This design comes from an exercise in tuning for small area, a short achievable clock period and few clock cycles on the open sky130 flow, not from production work. Function was checked by simulation only, so behaviour that the tests miss may differ from the original.

==> flow/config.mk <==
export PLATFORM = sky130hd
export DESIGN_NAME = keccak
export DESIGN_NICKNAME = keccak
export VERILOG_FILES = /design/flow/design.v
export SDC_FILE = /design/flow/constraint.sdc
export NUM_CORES = 4
export LEC_CHECK = 0
export CAP_MARGIN = 30
export CORE_MARGIN = 2
export CORE_UTILIZATION = 50
export CTS_BUF_LIST = sky130_fd_sc_hd__clkbuf_16
export CTS_CLUSTER_DIAMETER = 90
export CTS_CLUSTER_SIZE = 24
export PLACE_DENSITY = 0.6
export SETUP_SLACK_MARGIN = 2.5
export SLEW_MARGIN = 30
export SYNTH_HIERARCHICAL = 1
==> flow/constraint.sdc <==
create_clock -name core_clock -period 6.0 [get_ports {clk}]
set_input_delay 1.2000 -clock core_clock [delete_from_list [all_inputs] [get_ports {clk}]]
set_output_delay 1.2000 -clock core_clock [all_outputs]
set_load 0.01 [all_outputs]
==> flow/design.v <==
module padder1(in, byte_num, out);
  input      [31:0] in;
  input      [1:0]  byte_num;
  output reg [31:0] out;
  always @ (*)
    case (byte_num)
    0: out = 32'h6000000;
    1: out = {in[31:24], 24'h060000};
    2: out = {in[31:16], 16'h0600};
    3: out = {in[31:8],   8'h06};
    endcase
endmodule
module padder(s, w, mask, pad, y);
    input      [575:0] s;
    input      [575:0] w;
    input      [17:0]  mask;
    input              pad;
    output     [575:0] y;
    genvar k, b, i;
    generate
      for (k = 0; k < 9; k = k + 1) begin : L
        for (b = 0; b < 8; b = b + 1) begin : B
          for (i = 0; i < 8; i = i + 1) begin : I
            localparam integer P = 575-64*k-63+8*b+i;      
            localparam integer J = 2*k + b/4;              
            localparam integer Q = 32*J + 31-8*(b%4)-7+i;   
            if (k == 8 && b == 7 && i == 7) begin : PD
              kabs a (s[P] ^ pad, w[Q], mask[J], y[P]);
            end else begin : N
              kabs a (s[P], w[Q], mask[J], y[P]);
            end
          end
        end
      end
    endgenerate
endmodule
module rconst(r, rc);
    input      [4:0]  r;
    output reg [63:0] rc;
    always @ (*)
      case (r)
        5'd0:  rc = 64'h0000000000000001;  5'd1:  rc = 64'h0000000000008082;
        5'd2:  rc = 64'h800000000000808A;  5'd3:  rc = 64'h8000000080008000;
        5'd4:  rc = 64'h000000000000808B;  5'd5:  rc = 64'h0000000080000001;
        5'd6:  rc = 64'h8000000080008081;  5'd7:  rc = 64'h8000000000008009;
        5'd8:  rc = 64'h000000000000008A;  5'd9:  rc = 64'h0000000000000088;
        5'd10: rc = 64'h0000000080008009;  5'd11: rc = 64'h000000008000000A;
        5'd12: rc = 64'h000000008000808B;  5'd13: rc = 64'h800000000000008B;
        5'd14: rc = 64'h8000000000008089;  5'd15: rc = 64'h8000000000008003;
        5'd16: rc = 64'h8000000000008002;  5'd17: rc = 64'h8000000000000080;
        5'd18: rc = 64'h000000000000800A;  5'd19: rc = 64'h800000008000000A;
        5'd20: rc = 64'h8000000080008081;  5'd21: rc = 64'h8000000000008080;
        5'd22: rc = 64'h0000000080000001;  5'd23: rc = 64'h8000000080008008;
        default: rc = 64'h0;
      endcase
endmodule
module round(in, round_const, en, hold, s, out);
    input  [1599:0] in;
    input  [63:0]   round_const;
    input           en, hold;
    input  [1599:0] s;
    output [1599:0] out;
    wire   [63:0]   a[0:24];    
    wire   [63:0]   c[0:4];     
    wire   [63:0]   d[0:4];     
    wire   [63:0]   b[0:24];    
    wire   [63:0]   f[0:24];    
    localparam [8*25-1:0] ROT = {8'd14, 8'd56, 8'd61, 8'd2,  8'd18,
                                 8'd8,  8'd21, 8'd15, 8'd45, 8'd41,
                                 8'd39, 8'd25, 8'd43, 8'd10, 8'd3,
                                 8'd20, 8'd55, 8'd6,  8'd44, 8'd36,
                                 8'd27, 8'd28, 8'd62, 8'd1,  8'd0};
    localparam [4:0] INV = 5'b01010;   
    genvar x, y, z;
    generate
      for (y = 0; y < 5; y = y + 1) begin : L0
        for (x = 0; x < 5; x = x + 1) begin : L1
          assign a[5*y+x] = in[1599-64*(5*y+x) -: 64];
        end
      end
      for (x = 0; x < 5; x = x + 1) begin : L2
        for (z = 0; z < 64; z = z + 1) begin : Z
          wire p0, p1, p2;
          kx2 c0 (a[x][z], a[x+5][z], p0);
          kx2 c1 (a[x+10][z], a[x+15][z], p1);
          kx2 c2 (p1, a[x+20][z], p2);
          kx2 c3 (p0, p2, c[x][z]);
        end
      end
      for (x = 0; x < 5; x = x + 1) begin : L3
        for (z = 0; z < 64; z = z + 1) begin : Z
          kx2 q (c[(x+4)%5][z], c[(x+1)%5][(z+63)%64], d[x][z]);
        end
      end
      for (y = 0; y < 5; y = y + 1) begin : L4
        for (x = 0; x < 5; x = x + 1) begin : L5
          localparam integer R = ROT[8*(5*y+x) +: 8];
          localparam integer T = 5*((2*x+3*y)%5) + y;
          wire [63:0] e;
          for (z = 0; z < 64; z = z + 1) begin : Z
            if (INV[y]) begin : I
              kxn2 t (a[5*y+x][z], d[x][z], e[z]);
            end else begin : P
              kx2 t (a[5*y+x][z], d[x][z], e[z]);
            end
          end
          if (R == 0) begin : N
            assign b[T] = e;
          end else begin : Y
            assign b[T] = {e[63-R:0], e[63:64-R]};
          end
        end
      end
      for (y = 0; y < 5; y = y + 1) begin : L6
        for (x = 0; x < 5; x = x + 1) begin : L7
          localparam integer X1 = (x+1)%5;
          localparam integer X2 = (x+2)%5;
          localparam integer QT = (!INV[X1] && INV[X2]) ? 0 : 1;
          localparam integer FI = (INV[x] ? 1 : 0) ^ QT;   
          for (z = 0; z < 64; z = z + 1) begin : Z
            wire t, a0;
            if (INV[X1] && !INV[X2]) begin : NA
              kna n (b[5*y+X1][z], b[5*y+X2][z], t);
            end else if (!INV[X1] && INV[X2]) begin : NO
              kno n (b[5*y+X1][z], b[5*y+X2][z], t);
            end else if (!INV[X1]) begin : OB0
              kob n (b[5*y+X1][z], b[5*y+X2][z], t);
            end else begin : OB1
              kob n (b[5*y+X2][z], b[5*y+X1][z], t);
            end
            if (y == 0 && x == 0 && (z == 0 || z == 1 || z == 3 || z == 7 || z == 15 || z == 31 || z == 63)) begin : IO
              kx2 i (b[0][z], round_const[z], a0);
            end else begin : NI
              assign a0 = b[5*y+x][z];
            end
            if (FI) begin : XN
              kxn2 h (a0, t, f[5*y+x][z]);
            end else begin : XP
              kx2 h (a0, t, f[5*y+x][z]);
            end
            kmux m (f[5*y+x][z], en, s[1599-64*(5*y+x)-63+z], hold, out[1599-64*(5*y+x)-63+z]);
          end
        end
      end
    endgenerate
endmodule
module kx2(a, b, y);
    input  a, b;
    output y;
    assign y = a ^ b;
endmodule
module kxn2(a, b, y);
    input  a, b;
    output y;
    assign y = ~(a ^ b);
endmodule
module kna(a, b, y);
    input  a, b;
    output y;
    assign y = ~(a & b);
endmodule
module kno(a, b, y);
    input  a, b;
    output y;
    assign y = ~(a | b);
endmodule
module kob(a, b, y);
    input  a, b;
    output y;
    assign y = a | ~b;
endmodule
module kmux(a, b, c, d, y);
    input  a, b, c, d;
    output y;
    assign y = (a & b) | (c & d);
endmodule
module kabs(s, w, m, y);
    input  s, w, m;
    output y;
    assign y = s ^ (w & m);
endmodule
module f_permutation(s, w, mask, pad, en, hold, rnd, next);
    input      [1599:0] s;
    input      [575:0]  w;
    input      [17:0]   mask;
    input               pad;
    input               en, hold;
    input      [4:0]    rnd;
    output     [1599:0] next;
    wire       [1599:0] r;
    wire       [63:0]   rc;
    rconst rconst_ (rnd, rc);
    round round_ (s, rc, en, hold, s, r);
    padder padder_ (r[1599:1024], w, mask, pad, next[1599:1024]);
    assign next[1023:0] = r[1023:0];
endmodule
module keccak(clk, reset, in, in_ready, is_last, byte_num, buffer_full, out, out_ready);
    input              clk, reset;
    input      [31:0]  in;
    input              in_ready, is_last;
    input      [1:0]   byte_num;
    output             buffer_full;
    output     [511:0] out;
    output reg         out_ready;
    reg       [1599:0] s;          
    reg        [575:0] w;          
    reg        [17:0]  wv;         
    reg                blk_full;   
    reg                last_in;    
    reg                ab;         
    reg                run;        
    reg                en, hold;   
    reg        [4:0]   rnd;
    reg                fin;        
    reg        [17:0]  mask;       
    reg                pad;        
    wire               take;
    wire       [17:0]  wsel, we;
    wire       [31:0]  v0, din;
    wire               blk_full_n, run_n, ab_n, last_in_n;
    wire       [17:0]  wv_n;
    wire               rnd_last;
    wire      [1599:0] s_n;
    wire       [511:0] out1;
    assign buffer_full = blk_full;
    assign take = in_ready & ~blk_full & ~last_in;
    assign wsel = {wv[16:0], 1'b1} & ~wv;
    assign we = wsel & {18{take}};
    padder1 p0 (in, byte_num, v0);
    assign din = is_last ? v0 : in;
    assign rnd_last = (rnd == 5'd23);
    assign blk_full_n = (blk_full & ~ab) | (take & (is_last | wv[16]));
    assign run_n = ab | (run & ~rnd_last);
    assign ab_n = blk_full_n & (~run_n | (run & (rnd == 5'd22)));
    assign wv_n = ab ? 18'd0 : take ? {wv[16:0], 1'b1} : wv;
    assign last_in_n = last_in | (take & is_last);
    always @ (posedge clk)
      if (reset) begin
        wv <= 0;
        blk_full <= 0;
        last_in <= 0;
        ab <= 0;
        run <= 0;
        en <= 0;
        hold <= 0;
        rnd <= 0;
        fin <= 0;
        mask <= 0;
        pad <= 0;
        out_ready <= 0;
      end else begin
        wv <= wv_n;
        mask <= wv_n & {18{ab_n}};
        pad <= last_in_n & ab_n;
        blk_full <= blk_full_n;
        last_in <= last_in_n;
        ab <= ab_n;
        run <= run_n;
        en <= run_n;
        hold <= ~run_n;
        if (ab)
          rnd <= 5'd0;
        else if (run)
          rnd <= rnd + 5'd1;
        if (ab)
          fin <= last_in;
        if (run & rnd_last & fin)
          out_ready <= 1;
      end
    wire       [575:0] w_n;
    genvar j, i;
    generate
      for (j = 0; j < 18; j = j + 1) begin : W
        for (i = 0; i < 32; i = i + 1) begin : B
          kmux m (din[i], we[j], w[32*j+i], ~we[j], w_n[32*j+i]);
        end
      end
    endgenerate
    always @ (posedge clk)
      w <= w_n;
    f_permutation f_permutation_ (s, w, mask, pad, en, hold, rnd, s_n);
    always @ (posedge clk)
      s <= s_n;
    assign out1 = s[1599:1599-511];
    genvar x, b;
    generate
      for (x = 0; x < 8; x = x + 1) begin : L0
        for (b = 0; b < 8; b = b + 1) begin : L1
          assign out[(((x)*64 + (b)*8) + 7):((x)*64 + (b)*8)] = out1[(((x)*64 + (7-b)*8) + 7):((x)*64 + (7-b)*8)];
        end
      end
    endgenerate
endmodule
==> flow/flow/run.sh <==
#!/bin/bash
# The standard layout (standard.sh), with the ports buffered by buf_1 cells
# instead of the delay buffers buffer_ports picks by default.
set -euo pipefail
export BUFFER_PORTS_ARGS="-buffer_cell sky130_fd_sc_hd__buf_1"
bash standard.sh > standard_flow.log 2>&1
==> flow/standard.sh <==
#!/bin/bash
# synth_recipe.tcl (not shown) runs the flow's synth.tcl, then flattens the netlist and writes it again
# the make line also repeats each setting of config.mk as NAME=value (left out here)
make -C /OpenROAD-flow-scripts/flow DESIGN_CONFIG=/design/flow/config.mk WORK_HOME=/design/flow/orfs CLKGATE_MAP_FILE= SYNTH_SCRIPT=/design/flow/synth_recipe.tcl "${@:-finish}"
==> impl_metrics.json, run 1 <==
{
  "drtPass1Iterations": 15,
  "fin_cells": 17020,
  "whs_ns": 0.479,
  "fin_setup_tns_ns": 0,
  "wl_per_cell_um": 50.9,
  "rows": 184,
  "critical_path.max_fanout": 5,
  "cpMaxStageDelayCell": "xor2_2",
  "first_global_vias": 105413,
  "hold_class": "reg2reg",
  "final_nets": 13551,
  "status": "complete, no violations",
  "gr-total-overflow": 0,
  "cpPeakStageDelay_ns": 0.55,
  "post-route-min-period_ns": 3.87,
  "die_h_um": 505,
  "ant_nets": 0,
  "rsz0062_at_grt": "yes",
  "critPathCaptureType": "register",
  "gp_congestion": 1.25,
  "fmax_mhz": 259,
  "path_buf_inv": 1,
  "worst_pin_slew_ns": 1.30,
  "worst_ep_arrival_time_ns": 4.68,
  "initial_core_util_pct": 50.1,
  "final_cell_mix": "2449 x xor2_1, 2201 x dfxtp_1, 2176 x a22o_1",
  "clk_latency_ns": 0.89,
  "crit_path_start_kind": "register",
  "slew_violations": 0,
  "yosysWarnings": 10,
  "final_common_cell": "xor2_1",
  "place_hpwl_mm": 695,
  "cp_top_family": "XOR/XNOR gates",
  "core_um2": 251000,
  "area_growth_pct": 19.1,
  "clock-sinks": 2225,
  "track_usage_pct": 65.2,
  "clkTransAtPathRegs_ns": 0.10,
  "routed_wl_mm": 866,
  "grt_max_degree": 174,
  "drt-initial-drc-count": 25575,
  "max_slew_margin_pct": 13.2,
  "worstSetupPathType": "reg2reg",
  "dieArea_um2": 255000,
  "cap_violations": 0,
  "fp.dieW_um": 505,
  "cts_buffer_depth": 3,
  "avgSynthCellArea_um2": 9.84,
  "portBuffers": 551,
  "vias": 119232,
  "cp_common_cell": "xor2_2",
  "synthesis.area_um2": 126000,
  "setup_viol": 0,
  "numCtsBuffers": 140,
  "cp.required_ns": 6.82,
  "finalCritPeriodShare_pct": 64.5,
  "cts_tree": "built",
  "antenna_found_initial": 70,
  "cts-htree-levels": 4,
  "placed_cells": 16662,
  "timing_hold_violations_final": 0,
  "ios": 552,
  "final_util_pct": 59.7,
  "syn_inst": 12761,
  "cp_cell_sequence": "xor2_1 -> xor2_1 -> xor2_2 -> xor2_2 -> xor2_2 -> buf_4 -> nand2_1 -> xnor2_2 -> a22o_1",
  "grt_pass1_wl_mm": 1100,
  "cts_root_buf": "clkbuf_16",
  "drc_errors": 0,
  "skew_ns": 0.0407,
  "final_layout_size_suffix_gt1_share_pct": 14.6,
  "vias_per_cell": 7.01
}
-- through the flow --
stage	worst slack, ns	area (um^2)
finish	2.13	150000
global route	2.32	150000
CTS	2.30	145000
global placement	1.65	134000
detailed placement	1.56	137000
floorplan	-3.18	126000
-- worst reg2reg max path, cell delays in order, from the launching register on --
cell and delay (ns):
dfxtp_1 0.54, xor2_1 0.22, xor2_1 0.26, xor2_2 0.53
xor2_2 0.52, xor2_2 0.55, buf_4 0.34, nand2_1 0.13
xnor2_2 0.46, a22o_1 0.24
-- sequential cells by signal, indices dropped and copies added (netlist names) --
register and flops:
mask 18, blk_full 1, out_ready 1, wv 18, s 1600, ab 1
last_in 1, w 576, rnd 5, hold 1, fin 1, en 1
pad 1
-- metal layers --
| layer | track usage (%) | wire (um) |
|---|---|---|
| met4 | 65.1 | 118000 |
| met2 | 83.3 | 312000 |
| met3 | 43.1 | 162000 |
| met5 | 4.90 | 2770 |
| met1 | 69.2 | 271000 |
-- path summary, 6_finish.rpt --
| kind | startpoint | end | slack [ns] | cells past startpoint |
|---|---|---|---|---|
| worst max-delay path | s[478] | s[617] | 2.13 | 9 |
| worst min-delay path | w[201] | w[201] | 0.48 | 1 |
| worst max register to register | s[478] | s[617] | 2.13 | 9 |
| worst min register to register | w[201] | w[201] | 0.48 | 1 |
-- area by class of cell --
| class | count | area [um^2] |
|---|---|---|
| fill | 21228 | 101000 |
| multi-input combinational | 9973 | 88600 |
| sequential | 2225 | 44600 |
| timing repair buffer | 1134 | 7340 |
| tap | 3348 | 4190 |
| clock buffer | 149 | 3730 |
| clock inverter | 92 | 966 |
| antenna | 69 | 173 |
| inverter | 30 | 120 |
-- repair_timing --
| item | 4_1_cts | 5_1_grt |
|---|---|---|
| hold buffers | 0 | 0 |
| setup endpoints to repair | 637 | 733 |
| resized for setup | 357 | 381 |
| pin swaps | 7 | 43 |
| setup buffers | 7 | 35 |
Testbench counts, summed over its fixed seeds: cycles 8,225.
==> inputs of run 2 (changes only) <==
--- a/flow/config.mk
+++ b/flow/config.mk
@@ -12,6 +12,6 @@
 export CTS_CLUSTER_DIAMETER = 90
 export CTS_CLUSTER_SIZE = 24
 export PLACE_DENSITY = 0.6
-export SETUP_SLACK_MARGIN = 2.5
+export SETUP_SLACK_MARGIN = 2.2
 export SLEW_MARGIN = 30
 export SYNTH_HIERARCHICAL = 1
==> impl_metrics.json, run 2 <==
{
  "initial_core_util_pct": 50.1,
  "status": "complete, no violations",
  "setup_ws_ns": 1.81,
  "cp_common_cell": "xor2_1",
  "vias_per_cell": 6.99,
  "critical_path.max_fanout": 5,
  "clkTransAtPathRegs_ns": 0.10,
  "timing_hold_violations_final": 0,
  "grt_pass1_wl_mm": 1090,
  "r2r_slack_ns": 1.81,
  "cap_violations": 0,
  "track_usage_pct": 64.9,
  "antenna_found_initial": 83,
  "grt_util_met2_pct": 82.9,
  "final_util_pct": 57.6,
  "setup_viol": 0,
  "wl_per_cell_um": 50.8,
  "cpPeakStageDelay_ns": 1.02,
  "pre_cts_ws_ns": 1.56,
  "final_area_um2": 144000,
  "synthesis.area_um2": 126000,
  "syn_inst": 12761,
  "path_buf_inv": 0,
  "worst_pin_slew_ns": 1.34,
  "vias": 118799,
  "fmax_mhz": 239,
  "cts_buffer_depth": 3,
  "hold_class": "reg2reg",
  "r2r-start": "s[543]",
  "clk_latency_ns": 0.89,
  "rsz0062_at_grt": "yes",
  "dieArea_um2": 255000,
  "grtUsageMet3_pct": 41.9,
  "cts-htree-levels": 4,
  "min_from": "w[201]",
  "crit_path_start_kind": "register",
  "portBuffers": 551,
  "hold_buffers": 0,
  "place_hpwl_mm": 695,
  "first_global_vias": 104444,
  "place_area_um2": 137000,
  "clock-sinks": 2225,
  "cts_root_buf": "clkbuf_16",
  "worstSetupPathType": "reg2reg",
  "numCtsBuffers": 140,
  "finalCritPeriodShare_pct": 69.8,
  "gr-total-overflow": 0,
  "skew_ns": 0.0414,
  "final_common_cell": "xor2_1",
  "slew_violations": 0,
  "final_cell_mix": "2773 x xor2_1, 2203 x dfxtp_1, 2176 x a22o_1",
  "startpoint": "s[543]",
  "final_nets": 13516,
  "cts_tree": "built",
  "grt_max_degree": 174,
  "rows": 184,
  "cp.required_ns": 6.77,
  "gp_congestion": 1.25,
  "post-route-min-period_ns": 4.19,
  "cpMaxStageDelayCell": "xnor2_2",
  "whs_ns": 0.479,
  "placed_cells": 16662,
  "max_slew_margin_pct": 10.7,
  "core_um2": 251000,
  "top_regs": "s (1600), w (576)",
  "fp.dieW_um": 505,
  "grt_use_met1_pct": 68.9,
  "nFillCells": 21833,
  "drt-initial-drc-count": 25706,
  "routed_wl_mm": 865,
  "yosysWarnings": 10,
  "critPathCaptureType": "register",
  "avgSynthCellArea_um2": 9.84,
  "final_layout_size_suffix_gt1_share_pct": 11.7,
  "area_growth_pct": 15.0,
  "die_h_um": 505,
  "drtPass1Iterations": 10,
  "worst_ep_arrival_time_ns": 4.96,
  "cp_cell_sequence": "xor2_1 -> xor2_1 -> xor2_2 -> xor2_1 -> xnor2_2 -> xnor2_1 -> a22o_1",
  "largest_register_ffs": 1600,
  "fin_cells": 17007,
  "ios": 552,
  "ant_nets": 0,
  "drc_errors": 0,
  "fin_setup_tns_ns": 0,
  "busiest_layer": "met2",
  "regMostFlops": "s",
  "cp_top_family": "XOR/XNOR gates"
}
[run 2: repair_timing]
action / 4_1_cts / 5_1_grt
pin swaps: 1 / 4
buffers inserted: 0 / 2
setup endpoints to repair: 104 / 178
cloned: 0 / 0
resized for setup: 45 / 85
[run 2: worst paths after layout]
path | endpoint | cells after the start
worst max register to register | s[869] | 7
worst max-delay path | s[869] | 7
worst min-delay path | w[201] | 1
worst min register to register | w[201] | 1
[run 2: worst reg2reg max path, stage by stage (launching register included)]
cell and delay [ns]:
dfxtp_1 0.52, xor2_1 0.20, xor2_1 0.25, xor2_2 0.83
xor2_1 0.50, xnor2_2 1.02, xnor2_1 0.44, a22o_1 0.34
[run 2: metal layers]
metal / vias up / wire length, um
li1: 43841 / -
met1: 58037 / 272000
met2: 13021 / 309000
met3: 3834 / 161000
met4: 66 / 119000
met5: - / 3490
[run 2: cell type report]
class	instances	area, um^2	area share [%]
flip-flops and latches	2225	44600	30.9
repair buffers	1099	6770	4.69
inverters	30	120	0.0832
multi-input cells	9973	83900	58.1
diodes	91	228	0.158
clock inverters	92	966	0.669
well taps	3348	4190	2.90
clock buffers	149	3730	2.58
==> inputs of run 3 (changes only) <==
--- a/flow/design.v
+++ b/flow/design.v
@@ -10,11 +10,12 @@
     3: out = {in[31:8],   8'h06};
     endcase
 endmodule
-module padder(s, w, mask, pad, y);
+module padder(s, w, mask, pad, rc, y);
     input      [575:0] s;
     input      [575:0] w;
     input      [17:0]  mask;
     input              pad;
+    input      [63:0]  rc;
     output     [575:0] y;
     genvar k, b, i;
     generate
@@ -26,6 +27,9 @@
             localparam integer Q = 32*J + 31-8*(b%4)-7+i;   
             if (k == 8 && b == 7 && i == 7) begin : PD
               kabs a (s[P] ^ pad, w[Q], mask[J], y[P]);
+            end else if (k == 0 && (8*b+i == 0 || 8*b+i == 1 || 8*b+i == 3 || 8*b+i == 7 ||
+                                    8*b+i == 15 || 8*b+i == 31 || 8*b+i == 63)) begin : RC
+              kabs a (s[P] ^ rc[8*b+i], w[Q], mask[J], y[P]);
             end else begin : N
               kabs a (s[P], w[Q], mask[J], y[P]);
             end
@@ -54,23 +58,21 @@
         default: rc = 64'h0;
       endcase
 endmodule
-module round(in, round_const, en, hold, s, out);
+module round(in, en, enb, hold, s, out);
     input  [1599:0] in;
-    input  [63:0]   round_const;
-    input           en, hold;
+    input           en, enb, hold;
     input  [1599:0] s;
     output [1599:0] out;
     wire   [63:0]   a[0:24];    
     wire   [63:0]   c[0:4];     
     wire   [63:0]   d[0:4];     
     wire   [63:0]   b[0:24];    
-    wire   [63:0]   f[0:24];    
     localparam [8*25-1:0] ROT = {8'd14, 8'd56, 8'd61, 8'd2,  8'd18,
                                  8'd8,  8'd21, 8'd15, 8'd45, 8'd41,
                                  8'd39, 8'd25, 8'd43, 8'd10, 8'd3,
                                  8'd20, 8'd55, 8'd6,  8'd44, 8'd36,
                                  8'd27, 8'd28, 8'd62, 8'd1,  8'd0};
-    localparam [4:0] INV = 5'b01010;   
+    localparam [4:0] INV = 5'b00000;   
     genvar x, y, z;
     generate
       for (y = 0; y < 5; y = y + 1) begin : L0
@@ -120,25 +122,24 @@
           for (z = 0; z < 64; z = z + 1) begin : Z
             wire t, a0;
             if (INV[X1] && !INV[X2]) begin : NA
-              kna n (b[5*y+X1][z], b[5*y+X2][z], t);
+              kna3 n (b[5*y+X1][z], b[5*y+X2][z], en, t);
             end else if (!INV[X1] && INV[X2]) begin : NO
-              kno n (b[5*y+X1][z], b[5*y+X2][z], t);
+              kno3 n (b[5*y+X1][z], b[5*y+X2][z], enb, t);
             end else if (!INV[X1]) begin : OB0
-              kob n (b[5*y+X1][z], b[5*y+X2][z], t);
+              kob3 n (b[5*y+X1][z], b[5*y+X2][z], en, t);
             end else begin : OB1
-              kob n (b[5*y+X2][z], b[5*y+X1][z], t);
-            end
-            if (y == 0 && x == 0 && (z == 0 || z == 1 || z == 3 || z == 7 || z == 15 || z == 31 || z == 63)) begin : IO
-              kx2 i (b[0][z], round_const[z], a0);
-            end else begin : NI
-              assign a0 = b[5*y+x][z];
+              kob3 n (b[5*y+X2][z], b[5*y+X1][z], en, t);
+            end
+            if (INV[x]) begin : MI
+              kmuxn m (enb, b[5*y+x][z], hold, s[1599-64*(5*y+x)-63+z], a0);
+            end else begin : MP
+              kmux m (b[5*y+x][z], en, s[1599-64*(5*y+x)-63+z], hold, a0);
             end
             if (FI) begin : XN
-              kxn2 h (a0, t, f[5*y+x][z]);
+              kxn2 h (a0, t, out[1599-64*(5*y+x)-63+z]);
             end else begin : XP
-              kx2 h (a0, t, f[5*y+x][z]);
-            end
-            kmux m (f[5*y+x][z], en, s[1599-64*(5*y+x)-63+z], hold, out[1599-64*(5*y+x)-63+z]);
+              kx2 h (a0, t, out[1599-64*(5*y+x)-63+z]);
+            end
           end
         end
       end
@@ -154,44 +155,49 @@
     output y;
     assign y = ~(a ^ b);
 endmodule
-module kna(a, b, y);
-    input  a, b;
-    output y;
-    assign y = ~(a & b);
-endmodule
-module kno(a, b, y);
-    input  a, b;
-    output y;
-    assign y = ~(a | b);
-endmodule
-module kob(a, b, y);
-    input  a, b;
-    output y;
-    assign y = a | ~b;
+module kna3(a, b, c, y);
+    input  a, b, c;
+    output y;
+    assign y = ~(a & b & c);
+endmodule
+module kno3(a, b, c, y);
+    input  a, b, c;
+    output y;
+    assign y = ~(a | b | c);
+endmodule
+module kob3(a, b, c, y);
+    input  a, b, c;
+    output y;
+    assign y = a | ~b | ~c;
 endmodule
 module kmux(a, b, c, d, y);
     input  a, b, c, d;
     output y;
     assign y = (a & b) | (c & d);
 endmodule
+module kmuxn(a, b, c, d, y);
+    input  a, b, c, d;
+    output y;
+    assign y = ~((~a & ~b) | (c & d));
+endmodule
 module kabs(s, w, m, y);
     input  s, w, m;
     output y;
     assign y = s ^ (w & m);
 endmodule
-module f_permutation(s, w, mask, pad, en, hold, rnd, next);
+module f_permutation(s, w, mask, pad, en, enb, hold, rnd, next);
     input      [1599:0] s;
     input      [575:0]  w;
     input      [17:0]   mask;
     input               pad;
-    input               en, hold;
+    input               en, enb, hold;
     input      [4:0]    rnd;
     output     [1599:0] next;
     wire       [1599:0] r;
     wire       [63:0]   rc;
     rconst rconst_ (rnd, rc);
-    round round_ (s, rc, en, hold, s, r);
-    padder padder_ (r[1599:1024], w, mask, pad, next[1599:1024]);
+    round round_ (s, en, enb, hold, s, r);
+    padder padder_ (r[1599:1024], w, mask, pad, rc & {64{en}}, next[1599:1024]);
     assign next[1023:0] = r[1023:0];
 endmodule
 module keccak(clk, reset, in, in_ready, is_last, byte_num, buffer_full, out, out_ready);
@@ -209,7 +215,7 @@
     reg                last_in;    
     reg                ab;         
     reg                run;        
-    reg                en, hold;   
+    reg                en, enb, hold;   
     reg        [4:0]   rnd;
     reg                fin;        
     reg        [17:0]  mask;       
@@ -242,6 +248,7 @@
         ab <= 0;
         run <= 0;
         en <= 0;
+        enb <= 1;
         hold <= 0;
         rnd <= 0;
         fin <= 0;
@@ -257,6 +264,7 @@
         ab <= ab_n;
         run <= run_n;
         en <= run_n;
+        enb <= ~run_n;
         hold <= ~run_n;
         if (ab)
           rnd <= 5'd0;
@@ -278,7 +286,7 @@
     endgenerate
     always @ (posedge clk)
       w <= w_n;
-    f_permutation f_permutation_ (s, w, mask, pad, en, hold, rnd, s_n);
+    f_permutation f_permutation_ (s, w, mask, pad, en, enb, hold, rnd, s_n);
     always @ (posedge clk)
       s <= s_n;
     assign out1 = s[1599:1599-511];
==> flow/flow/run.sh (replaced) <==
#!/bin/bash
# The standard layout (standard.sh), with the ports buffered by buf_2 cells
# instead of the delay buffers buffer_ports picks by default.
set -euo pipefail
export BUFFER_PORTS_ARGS="-buffer_cell sky130_fd_sc_hd__buf_2"
bash standard.sh > standard_flow.log 2>&1
--- a/flow/config.mk
+++ b/flow/config.mk
@@ -12,6 +12,6 @@
 export CTS_CLUSTER_DIAMETER = 90
 export CTS_CLUSTER_SIZE = 24
 export PLACE_DENSITY = 0.6
-export SETUP_SLACK_MARGIN = 2.2
+export SETUP_SLACK_MARGIN = 2.8
 export SLEW_MARGIN = 30
 export SYNTH_HIERARCHICAL = 1
==> impl_metrics.json, run 3 <==
{
  "post-route-min-period_ns": 3.53,
  "final_common_cell": "dfxtp_1",
  "slew_violations": 0,
  "dieArea_um2": 266000,
  "clk_latency_ns": 0.93,
  "area_growth_pct": 23.9,
  "setup_ws_ns": 2.47,
  "cts_buffer_depth": 3,
  "place_hpwl_mm": 716,
  "avgSynthCellArea_um2": 10.2,
  "vias": 126116,
  "final_cell_mix": "2191 x dfxtp_1, 2177 x xnor2_1, 2176 x a22o_1",
  "worst_ep_arrival_time_ns": 4.36,
  "fp.dieW_um": 516,
  "vias_per_cell": 7.27,
  "rows": 187,
  "grt_max_degree": 216,
  "first_global_vias": 109397,
  "yosysWarnings": 10,
  "regMostFlops": "s",
  "cap_violations": 0,
  "rsz0062_at_grt": "yes",
  "clkTransAtPathRegs_ns": 0.11,
  "top_regs": "s (1600), w (576)",
  "worst_pin_slew_ns": 1.29,
  "synthesis.area_um2": 131000,
  "portBuffers": 551,
  "hold_class": "reg2reg",
  "reg2reg_depth": 7,
  "crit_path_start_kind": "register",
  "critPathCaptureType": "register",
  "grt_pass1_wl_mm": 1130,
  "gr-total-overflow": 0,
  "final_nets": 13623,
  "drc_errors": 0,
  "critical_path.max_fanout": 5,
  "cts_tree": "built",
  "hold_depth": 2,
  "core_um2": 260000,
  "gp_congestion": 1.22,
  "numCtsBuffers": 140,
  "routed_wl_mm": 899,
  "die_h_um": 516,
  "cp.required_ns": 6.83,
  "drt-initial-drc-count": 28190,
  "drtPass1Iterations": 14,
  "antenna_found_initial": 126,
  "ios": 552,
  "worstSetupPathType": "reg2reg",
  "layout.area.seq_um2": 44600,
  "wl_per_cell_um": 51.8,
  "final_util_pct": 62.4,
  "final_layout_size_suffix_gt1_share_pct": 20.9,
  "cts_root_buf": "clkbuf_16",
  "clock-sinks": 2225,
  "hold_buffers": 0,
  "cts-htree-levels": 4,
  "fmax_mhz": 283,
  "initial_core_util_pct": 50.3,
  "status": "complete, no violations",
  "max_slew_margin_pct": 14.2,
  "track_usage_pct": 64.8,
  "pre_cts_ws_ns": 1.91,
  "multi_input_area_um2": 99100,
  "ant_nets": 0,
  "place_area_um2": 144000,
  "skew_ns": 0.0727,
  "fin_setup_tns_ns": 0,
  "setup_viol": 0,
  "largest_register_ffs": 1600,
  "finalCritPeriodShare_pct": 58.8,
  "syn_inst": 12773,
  "nFillCells": 20829,
  "timing_hold_violations_final": 0,
  "final_area_um2": 162000
}
## run 3: what timing repair did
action,CTS,global route
resized for setup,760,523
setup endpoints to repair,1320,1029
pin swaps,33,124
setup buffers,15,118
## run 3: cell type report
type | instances | area share [%]
Multi-Input combinational cell | 9980 | 61.1
Sequential cell | 2225 | 27.5
Timing Repair Buffer | 1199 | 5.49
Tap cell | 3496 | 2.70
Clock buffer | 150 | 2.31
Clock inverter | 89 | 0.572
Antenna cell | 172 | 0.265
Inverter | 30 | 0.0694
## run 3: worst paths after layout
path	from	end	slack, ns
worst min register to register	w[353]	s[1273]	0.46
worst max register to register	s[410]	s[629]	2.47
worst min-delay path	w[353]	s[1273]	0.46
worst max-delay path	s[410]	s[629]	2.47
## run 3: per-stage QoR
step | instances | hold WS [ns]
floorplan | 12778 | 0.443
global placement | 16792 | 0.455
detailed placement | 16794 | 0.454
CTS | 17048 | 0.456
global route | 17192 | 0.483
finish | 17341 | 0.462
## run 3: metal layers
layer | GRT usage (%) | part of all wire [%] | up-vias
li1 | - | - | 45090
met5 | 4.57 | 0.39 | -
met2 | 82.5 | 36 | 14247
met1 | 68.4 | 31 | 62488
met4 | 66.9 | 14 | 74
met3 | 42.8 | 19 | 4217
## run 3: critical path: stages, from the launching register on
cell and delay (ns):
dfxtp_1 0.43, xor2_1 0.20, xor2_1 0.46, xor2_2 0.55
xor2_4 0.59, xor2_4 0.73, a22o_1 0.30, xnor2_1 0.15
Testbench counts of run 3, summed over its fixed seeds: cycles 8,225.
==> inputs of run 4 (changes only) <==
==> flow/flow/run.sh (replaced) <==
#!/bin/bash
# The standard layout (standard.sh), with the ports buffered by buf_1 cells
# instead of the delay buffers buffer_ports picks by default.
set -euo pipefail
export BUFFER_PORTS_ARGS="-buffer_cell sky130_fd_sc_hd__buf_1"
bash standard.sh > standard_flow.log 2>&1
--- a/flow/config.mk
+++ b/flow/config.mk
@@ -12,6 +12,6 @@
 export CTS_CLUSTER_DIAMETER = 90
 export CTS_CLUSTER_SIZE = 24
 export PLACE_DENSITY = 0.6
-export SETUP_SLACK_MARGIN = 2.8
+export SETUP_SLACK_MARGIN = 2.5
 export SLEW_MARGIN = 30
 export SYNTH_HIERARCHICAL = 1
==> impl_metrics.json, run 4 <==
{
  "critical_path.max_fanout": 5,
  "drc_errors": 0,
  "initial_core_util_pct": 50.3,
  "finalCritPeriodShare_pct": 65.0,
  "cts-htree-levels": 4,
  "critPathCaptureType": "register",
  "final_nets": 13500,
  "cts_buffer_depth": 4,
  "grt_pass1_wl_mm": 1120,
  "setup_viol": 0,
  "grt_max_degree": 220,
  "core_um2": 260000,
  "ios": 552,
  "final_area_um2": 151000,
  "worst_ep_arrival_time_ns": 4.74,
  "largest_register_ffs": 1600,
  "worstSetupPathType": "reg2reg",
  "fin_setup_tns_ns": 0,
  "track_usage_pct": 64.1,
  "dieArea_um2": 266000,
  "die_h_um": 516,
  "crit_path_start_kind": "register",
  "cts_tree": "built",
  "nFillCells": 22270,
  "wl_per_cell_um": 51.5,
  "final_common_cell": "xor2_1",
  "drt-initial-drc-count": 27415,
  "final_layout_size_suffix_gt1_share_pct": 12.0,
  "r2r_slack_ns": 2.10,
  "rows": 187,
  "routed_wl_mm": 888,
  "status": "complete, no violations",
  "top_regs": "s (1600), w (576)",
  "cts_root_buf": "clkbuf_16",
  "syn_inst": 12773,
  "area_growth_pct": 15.3,
  "vias_per_cell": 7.25,
  "clk_latency_ns": 0.94,
  "fmax_mhz": 257,
  "cap_violations": 0,
  "synthesis.area_um2": 131000,
  "numCtsBuffers": 146,
  "rsz0062_at_grt": "yes",
  "clkTransAtPathRegs_ns": 0.10,
  "portBuffers": 551,
  "place_area_um2": 142000,
  "gr-total-overflow": 0,
  "yosysWarnings": 10,
  "hold_class": "reg2reg",
  "post-route-min-period_ns": 3.90,
  "antenna_found_initial": 118,
  "regMostFlops": "s",
  "worst_pin_slew_ns": 1.35,
  "clock-sinks": 2225,
  "drtPass1Iterations": 12,
  "slew_violations": 0,
  "timing_hold_violations_final": 0,
  "max_slew_margin_pct": 9.74,
  "gp_congestion": 1.22,
  "fp.dieW_um": 516,
  "skew_ns": 0.0591,
  "final_cell_mix": "2426 x xor2_1, 2201 x dfxtp_1, 2177 x xnor2_1",
  "ant_nets": 0,
  "first_global_vias": 108838,
  "avgSynthCellArea_um2": 10.2,
  "cp.required_ns": 6.84,
  "vias": 124828,
  "place_hpwl_mm": 718
}
## run 4: changes by cell type in the layout (fill, tap and decap cells not counted), sizes merged
cell	previous run	this run
buf	1199	1069
bufinv	8	6
clkbuf	150	155
clkinv	32	35
clkinvlp	5	6
diode	172	187
inv	74	62
## run 4: worst paths after layout
| check | depth (start not counted) | from | to |
|---|---|---|---|
| setup / recovery | 8 | s[751] | s[1435] |
| hold / removal | 2 | w[432] | s[1192] |
| setup reg to reg | 8 | s[751] | s[1435] |
| hold reg to reg | 2 | w[432] | s[1192] |
## run 4: final cells by class
cell class                 instances  area (um^2)  share of cell area, %
sequential                      2225        44600                   29.6
clock inverter                    79          865                  0.573
inverter                          30          113                 0.0746
antenna                          187          468                  0.310
multi-input combinational       9980        90100                   59.7
clock buffer                     154         3850                   2.55
timing repair buffer            1070         6540                   4.33
tap                             3496         4370                   2.90
## run 4: worst max-delay path: stages, from the launching register on
cell and delay, ns:
dfxtp_1 0.48, xor2_1 0.21, xor2_1 0.20, xor2_1 0.66, xor2_1 0.64, xor2_1 1.04
a22o_1 0.30, xnor2_1 0.15, xnor2_1 0.14
## run 4: per-stage QoR
| stage | std cells | hold slack (ns) | setup slack (ns) | utilization [%] |
|---|---|---|---|---|
| 2_1_floorplan | 12778 | 0.443 | -11.97 | - |
| 3_3_place_gp | 16789 | 0.456 | 0.946 | 53.6 |
| 3_5_place_dp | 16798 | 0.454 | 1.89 | 54.8 |
| 4_1_cts | 17031 | 0.474 | 2.40 | 56.9 |
| 5_1_grt | 17055 | 0.487 | 2.31 | 57.9 |
| 6_report | 17221 | 0.472 | 2.10 | 58.1 |
## run 4: repair_timing
action | CTS | global route
setup endpoints to repair | 276 | 391
hold buffers | 0 | 0
pin swaps | 0 | 3
gates resized for setup | 118 | 181
buffers inserted | 0 | 1
## run 4: per-layer routing
| metal | wire length [um] | GRT usage [%] | vias to the layer above |
|---|---|---|---|
| met5 | 1730 | 5.70 | - |
| met4 | 120000 | 64.3 | 54 |
| met3 | 167000 | 42.3 | 4063 |
| met2 | 319000 | 81.8 | 13763 |
| met1 | 280000 | 68.0 | 61726 |
| li1 | - | - | 45222 |
==> inputs of run 5 (changes only) <==
--- a/flow/config.mk
+++ b/flow/config.mk
@@ -12,6 +12,6 @@
 export CTS_CLUSTER_DIAMETER = 90
 export CTS_CLUSTER_SIZE = 24
 export PLACE_DENSITY = 0.6
-export SETUP_SLACK_MARGIN = 2.5
+export SETUP_SLACK_MARGIN = 2.65
 export SLEW_MARGIN = 30
 export SYNTH_HIERARCHICAL = 1
==> impl_metrics.json, run 5 <==
{
  "syn_inst": 12773,
  "ios": 552,
  "final_common_cell": "dfxtp_1",
  "grt_pass1_wl_mm": 1120,
  "worst_pin_slew_ns": 1.27,
  "final_layout_size_suffix_gt1_share_pct": 13.8,
  "drtPass1Iterations": 13,
  "pre_cts_ws_ns": 1.89,
  "cts_root_buf": "clkbuf_16",
  "r2r_slack_ns": 2.14,
  "gp_congestion": 1.22,
  "clock-sinks": 2225,
  "timing_hold_violations_final": 0,
  "cp_cell_sequence": "xor2_1 -> xor2_1 -> xor2_2 -> xor2_2 -> nand3b_1 -> xnor2_1 -> xnor2_1",
  "cpMaxStageDelayCell": "dfxtp_1",
  "wl_per_cell_um": 51.7,
  "fp.dieW_um": 516,
  "finalCritPeriodShare_pct": 64.3,
  "status": "complete, no violations",
  "regMostFlops": "s",
  "track_usage_pct": 64.3,
  "top_regs": "s (1600), w (576)",
  "final_cell_mix": "2198 x dfxtp_1, 2194 x xor2_1, 2177 x xnor2_1",
  "cap_violations": 0,
  "hold_depth": 2,
  "slew_violations": 0,
  "fin_setup_tns_ns": 0,
  "rows": 187,
  "hold_buffers": 0,
  "antenna_found_initial": 127,
  "critPathCaptureType": "register",
  "clk_latency_ns": 0.94,
  "dieArea_um2": 266000,
  "skew_ns": 0.0577,
  "core_um2": 260000,
  "gr-total-overflow": 0,
  "post-route-min-period_ns": 3.86,
  "reg2reg_depth": 7,
  "grt_max_degree": 220,
  "initial_core_util_pct": 50.3,
  "first_global_vias": 109081,
  "cpPeakStageDelay_ns": 0.85,
  "vias_per_cell": 7.28,
  "synthesis.area_um2": 131000,
  "hold_end": "s[1220]",
  "placed_cells": 16798,
  "die_h_um": 516,
  "final_area_um2": 154000,
  "clkTransAtPathRegs_ns": 0.11,
  "min_from": "w[348]",
  "final_nets": 13515,
  "fin_cells": 17216,
  "avgSynthCellArea_um2": 10.2,
  "place_hpwl_mm": 718,
  "hold_class": "reg2reg",
  "largest_register_ffs": 1600,
  "cts_tree": "built",
  "routed_wl_mm": 890,
  "worstSetupPathType": "reg2reg",
  "path_depth": 7,
  "critical_path.max_fanout": 5,
  "drc_errors": 0,
  "cp.required_ns": 6.80,
  "cts_buffer_depth": 4,
  "yosysWarnings": 10,
  "setup_viol": 0,
  "crit_path_start_kind": "register",
  "drt-initial-drc-count": 27399,
  "rr_endpoint": "s[1478]",
  "numCtsBuffers": 146,
  "area_growth_pct": 18.0,
  "fmax_mhz": 259,
  "r2r-start": "s[1328]",
  "vias": 125377,
  "max_slew_margin_pct": 15.3,
  "worst_ep_arrival_time_ns": 4.66,
  "rsz0062_at_grt": "yes",
  "portBuffers": 551,
  "place_area_um2": 142000,
  "cts-htree-levels": 4,
  "setup_ws_ns": 2.14,
  "ant_nets": 0,
  "cp_top_family": "XOR/XNOR gates",
  "path_buf_inv": 0
}
-- run 5: repair_timing --
| action | in CTS | in global routing |
|---|---|---|
| endpoints found under the setup margin | 691 | 800 |
| buffers inserted | 0 | 17 |
| pin swaps | 3 | 20 |
| gates cloned | 0 | 0 |
| gates resized for setup | 343 | 376 |
| hold endpoints to repair | 0 | 0 |
-- run 5: worst reg2reg max path: cells and delay by family, from the launching register on --
| family | cells | cell delay, ns |
|---|---|---|
| DFF | 1 | 0.85 |
| xor gates and xnor gates | 6 | 2.63 |
| and+or+nand+nor | 1 | 0.26 |
-- run 5: cell type report --
cell class	count	area [um^2]
timing repair buffer	1085	6810
inverter	30	113
fill	21860	106000
clock buffer	154	3850
multi-input combinational	9980	93400
antenna	167	418
tap	3496	4370
clock inverter	79	865
sequential	2225	44600
-- run 5: worst max-delay path by stage --
stage,slack [ns],end,start
floorplan,-11.97,pad,en
global placement,0.95,s[134],s[926]
detailed placement,1.89,s[1122],s[351]
CTS,2.46,s[532],s[1328]
global route,2.17,s[168],s[576]
finish,2.14,s[1478],s[1328]
-- run 5: through the flow --
stage / utilization [%] / hold WS [ns]
floorplan: - / 0.443
global placement: 53.6 / 0.456
detailed placement: 54.8 / 0.454
CTS: 57.7 / 0.474
global route: 59.3 / 0.494
finish: 59.4 / 0.470
-- run 5: layer usage --
layer	routed length [um]	vias up	global-route usage (%)
li1	-	45040	-
met1	279000	62081	68.4
met2	320000	14177	81.7
met3	168000	4021	41.7
met4	121000	58	64.9
met5	3060	-	7.69

==> separate check: timing with driven ports <==
In the flow no input, the clock included, has a driving cell. The finished layouts below were timed again as built, in two steps.
Step 1 (the two cells are an assumption about what drives the block):
set clk [get_ports {clk}]
set_driving_cell -lib_cell sky130_fd_sc_hd__clkbuf_16 $clk
set_driving_cell -lib_cell sky130_fd_sc_hd__buf_2 [delete_from_list [all_inputs] $clk]
Step 2, shift: input delay + t, output delay - t, t = (earliest + latest rising clock arrival at the registers) / 2. This alone moves slack from input paths to output paths.
a / b / c = no drivers / after step 1 / after step 2; a / b = the first two.
run | t (ns) | setup slack, ns | hold slack, ns | slew at the worst register clock pin (ns) | worst slew at a driven data input, ns
run 1 | 0.985 | 2.133 / 2.133 / 1.786 | 0.479 / 0.479 / 0.479 | 0.11 / 0.11 | 0.04
run 2 | 0.986 | 1.810 / 1.810 / 1.799 | 0.479 / 0.479 / 0.479 | 0.11 / 0.11 | 0.05
run 3 | 1.010 | 2.470 / 2.470 / 2.007 | 0.462 / 0.462 / 0.462 | 0.11 / 0.11 | 0.04
run 4 | 1.035 | 2.103 / 2.103 / 1.742 | 0.472 / 0.472 / 0.472 | 0.11 / 0.11 | 0.04
run 5 | 1.023 | 2.139 / 2.139 / 1.748 | 0.470 / 0.470 / 0.470 | 0.12 / 0.12 | 0.04
After both steps every run listed still meets setup and hold. For run 3, which loses most, drivers alone change the setup slack by 0.000 ns; drivers and shift together by -0.463 ns.
